This is an optimization exercise on Yosys and OpenROAD, whose aim is small area and a short achievable clock period, not a production implementation.
In this exercise RTL edits were held to simulation tests only and were not proved equivalent to the original.
Power and IR drop assume default switching activity.

## build 46
==> flow/design.v (excerpt) <==
module DSP(A, B, C, D, clk, rst_n, P);
input  [17:0] A, B, D;
input  [47:0] C;
input clk, rst_n;
output reg [47:0] P;
reg  [17:0] s1, s2, s3, a1;
reg  [4:0] ah;
reg  [30:0] y0;
reg  [30:0] y1;
reg  [30:0] y2;
reg  [47:0] z0;
reg  [47:0] z1;
wire pp1;
wire pp2;
wire pp3;
wire pp4;
wire pp5;
wire pp6;
wire pp7;
wire pp8;
wire pp9;
wire pp10;
wire pp11;
wire pp12;
wire pp13;
wire pp14;
wire pp15;
wire pp16;
wire pp17;
wire pp18;
wire pp19;
wire pp20;
wire pp21;
wire pp22;
wire pp23;
wire pp24;
wire pp25;
wire pp26;
wire pp27;
wire pp28;
wire pp29;
wire pp30;
wire pp31;
wire pp32;
wire pp33;
wire pp34;
wire pp35;
wire pp36;
wire pp37;
wire pp38;
wire pp39;
wire pp40;
wire pp41;
wire pp42;
wire pp43;
wire pp44;
wire pp45;
wire pp46;
wire pp47;
wire pp48;
wire pp49;
wire pp50;
wire pp51;
wire pp52;
wire pp53;
wire pp54;
wire pp55;
wire pp56;
wire pp57;
wire pp58;
wire pp59;
wire pp60;
wire pp61;
wire pp62;
wire pp63;
wire pp64;
wire pp65;
wire pp66;
wire pp67;
wire pp68;
wire pp69;
wire pp70;
wire pp71;
wire pp72;
wire pp73;
wire pp74;
wire pp75;
wire pp76;
wire pp77;
wire pp78;
wire pp79;
wire pp80;
wire pp81;
wire pp82;
wire pp83;
wire pp84;
wire pp85;
wire pp86;
wire pp87;
wire pp88;
wire pp89;
wire pp90;
wire pp91;
wire pp92;
wire pp93;
wire pp94;
wire pp95;
wire pp96;
wire pp97;
wire pp98;
wire pp99;
wire pp100;
wire pp101;
wire pp102;
wire pp103;
wire pp104;
wire pp105;
wire pp106;
wire pp107;
wire pp108;
wire pp109;
wire pp110;
wire pp111;
wire pp112;
wire pp113;
wire pp114;
wire pp115;
wire pp116;
wire pp117;
wire pp118;
wire pp119;
wire pp120;
wire pp121;
wire pp122;
wire pp123;
wire pp124;
wire pp125;
wire pp126;
  ...
clock: 7.0 ns
lec_check: 0
cap_margin: 20
core_margin: 2
core_utilization: 40
cts_buf_list: sky130_fd_sc_hd__clkbuf_8
cts_cluster_size: 20
setup_slack_margin: 4.3
slew_margin: 20
synth_hierarchical: 1
standard.sh (not shown) runs the stock make flow with config.mk's settings and CLKGATE_MAP_FILE= SYNTH_SCRIPT=/design/flow/synth_recipe.tcl, a recipe that flattens the netlist after the stock synthesis.
==> flow/flow/run.sh <==
#!/bin/bash
# The standard layout, with two changes to how it is made:
#  - the port buffers are plain sky130 buf_1 cells (the default pick is a slow delay cell),
#  - timing repair may swap cells across footprints (so it can resize those buffers).
set -euo pipefail
bash standard.sh "BUFFER_PORTS_ARGS=-buffer_cell sky130_fd_sc_hd__buf_1" MATCH_CELL_FOOTPRINT=0 finish > standard.log 2>&1
Build 46 ran to completion and came out clean on the timing, DRC and antenna checks.
### build 46 -> build 10
- CTS_BUF_LIST now sky130_fd_sc_hd__clkbuf_16, was sky130_fd_sc_hd__clkbuf_8
- CTS_CLUSTER_SIZE now 30, was 20
- CTS_CLUSTER_DIAMETER now 200, previously not set
- ABC_AREA now 1, previously not set
- SETUP_SLACK_MARGIN now 3.9, was 4.3
==> comparison <==
Build 10 ended with every stage complete and zero timing, DRC or antenna violations. Between build 10 and build 46, the wire length the detailed router placed on met1 is higher for build 10. Build 10 vs build 46: power dissipated by switching net loads up. Cmp build 10 and build 46 / standard cell area after detailed placement / lower: build 46.
diff inputs: build 10 => build 17
- swapping 30 for 24 in CTS_CLUSTER_SIZE
- clearing ABC_AREA, which used to be 1
==> comparison <==
Against build 10, met3 wirelength from detailed routing in build 17 fell by more than a quarter. Min setup slack across build 10 and build 17: build 17. Going from build 10 to build 17, via-per-instance ratio grew by a little under 10%. Worst slack at placement ended up 0.23 ns lower on build 17 than on build 10. Of the two values seen for leading cell type in the layout, fill and taps excluded, sky130_fd_sc_hd__and2_1 was produced by build 17 and sky130_fd_sc_hd__nand2_1 by build 10. Changes observed in build 17 relative to build 10: part of the cycle the worst path needs has increased; internal portion of total power has increased; placeable core region has decreased.
Edits applied to the flow inputs when going from build 17 to build 4:
- SETUP_SLACK_MARGIN: 3.9 -> 3.7
- CTS_BUF_LIST: sky130_fd_sc_hd__clkbuf_16 -> sky130_fd_sc_hd__clkbuf_8
- CTS_CLUSTER_SIZE: 24 -> 20
- CTS_CLUSTER_DIAMETER: 200 -> unset
Findings:
The final reports for build 4 and build 17 show post-route clock period utilization higher in the former. Build 4 vs build 17 on net switching fraction of the power: build 4 is the lower one. Relative to build 17, the relative contribution of combinational cells to total power of build 4 is lower by 4.6 points. Taking build 17 as the reference, in build 4 worst setup slack after placement picked up an extra 0.043 ns; global-route usage picked up an extra 0.57 points; worst-case hold slack picked up an extra 0.016 ns; clock-buffer cell count picked up an extra 44.
For build 58, these inputs were changed with respect to build 4:
- CTS_CLUSTER_SIZE removed (was 20)
- CTS_BUF_LIST removed (was sky130_fd_sc_hd__clkbuf_8)
- SETUP_SLACK_MARGIN changed from 3.7 to 4.3
--- outcome ---
Master of the slowest instance on the critical path = sky130_fd_sc_hd__dfrtp_1: build 4; master of the slowest instance on the critical path = sky130_fd_sc_hd__fa_2: build 58
Going from build 4 to build 58, net count of the finished layout increased about 3.5%, final critical-path setup slack now larger, sequential share of layout area went down 2.0 points, met2 track demand over resource has increased, largest net degree at the start of global routing went down.
Of the two values seen for timing endpoint of the critical path, s1[16]$_DFF_PN0_ was produced by build 58 and y2[18]$_DFF_PN0_ by build 4.
Compared to build 4, the router laid down more metal wire for build 58.
Edits applied to the flow inputs when going from build 58 to build 75:
- CTS_BUF_LIST newly set to sky130_fd_sc_hd__clkbuf_16
- SETUP_SLACK_MARGIN changed from 4.3 to 4.05
- CTS_CLUSTER_DIAMETER newly set to 200
- CTS_CLUSTER_SIZE newly set to 30
Findings:
Of build 75 and build 58, it is build 75 that has the higher part of the cycle the worst path needs.
There was hardly any difference in number of flops mapped to enable cells by yosys between build 75 and build 58.
The final reports for build 75 and build 58 show register-to-register slack lower in the former.
Between build 58 and build 75, the flow reports overall power after layout decreasing by more than 10%.

* * *

Another version of the RTL of DSP (not shown whole).
Size in the first run: ~1300 cells after synthesis, about 260 flip-flops, roughly 0.017 sq mm of cells after synthesis.
==> flow/config.mk <==
export PLATFORM = sky130hd
export DESIGN_NAME = DSP
export DESIGN_NICKNAME = DSP
export VERILOG_FILES = /design/flow/design.v
export SDC_FILE = /design/flow/constraint.sdc
export NUM_CORES = 4
export LEC_CHECK = 0
export CAP_MARGIN = 20
export CORE_MARGIN = 2
export CORE_UTILIZATION = 40
export SETUP_SLACK_MARGIN = 4.2
export SLEW_MARGIN = 20
export SYNTH_HIERARCHICAL = 1
==> flow/constraint.sdc <==
create_clock -name core_clock -period 7.0 [get_ports {clk}]
set_input_delay 1.4000 -clock core_clock [delete_from_list [all_inputs] [get_ports {clk}]]
set_output_delay 1.4000 -clock core_clock [all_outputs]
set_load 0.01 [all_outputs]
Scripts as last shown in full above: flow/flow/run.sh
Change:
==> flow/run.sh (new file) <==
#!/bin/bash
# synth_recipe.tcl (not shown) runs the flow's synth.tcl, then flattens the netlist and writes it again
# the make line also repeats each setting of config.mk as NAME=value (left out here)
make -C /OpenROAD-flow-scripts/flow DESIGN_CONFIG=/design/flow/config.mk WORK_HOME=/design/flow/orfs CLKGATE_MAP_FILE= SYNTH_SCRIPT=/design/flow/synth_recipe.tcl finish
removed: flow/flow/run.sh
removed: flow/standard.sh
The new run produced a clean layout; via count stays flat; global-route usage stays flat; wire length goes up by 2.1%; total power goes up by 0.64%; core utilization goes up by 2.3 points; cell count goes up by 0.33%; worst setup slack improved by 0.021 ns; flip-flop and latch count is unchanged; design area goes up by 4.8%; die area is unchanged; clock power goes up by about 6%.

[port drivers added, routing unchanged]
In the flow no input, the clock included, has a driving cell. The finished layouts below were timed again as built, in two steps. Step 1, drivers: a clkbuf_16 drives clk and a buf_2 each remaining input, both assumed. Step 2 also shifts input and output timing later by t, the mid clock arrival at the registers, as if the neighbouring blocks saw the same clock. Three values: ideal, step 1, step 2; two values: the first two.
run	shift t [ns]	setup slack, ns	worst setup path at the end	worst register clock-pin slew, ns
build 46	0.678	4.109 / 4.111 / 3.445	input to register	0.07 / 0.07
build 10	0.555	3.978 / 3.978 / 3.512	input to register	0.12 / 0.12
build 17	0.562	3.931 / 3.956 / 3.394	input to register	0.11 / 0.11
build 4	0.658	3.851 / 3.851 / 3.327	input to register	0.06 / 0.06
build 58	0.629	4.034 / 4.054 / 3.424	input to register	0.07 / 0.07
build 75	0.563	4.002 / 4.014 / 3.451	input to register	0.12 / 0.12
the first run of note 2	0.609	3.691 / 3.691 / 3.401	input to register	0.06 / 0.06
the second run of note 2	0.610	3.712 / 3.730 / 3.128	input to register	0.07 / 0.07
After both steps setup and hold are still met in every run listed. The setup slack of build 46, which loses most, moves by +0.002 ns with the drivers and by -0.664 ns with both steps.
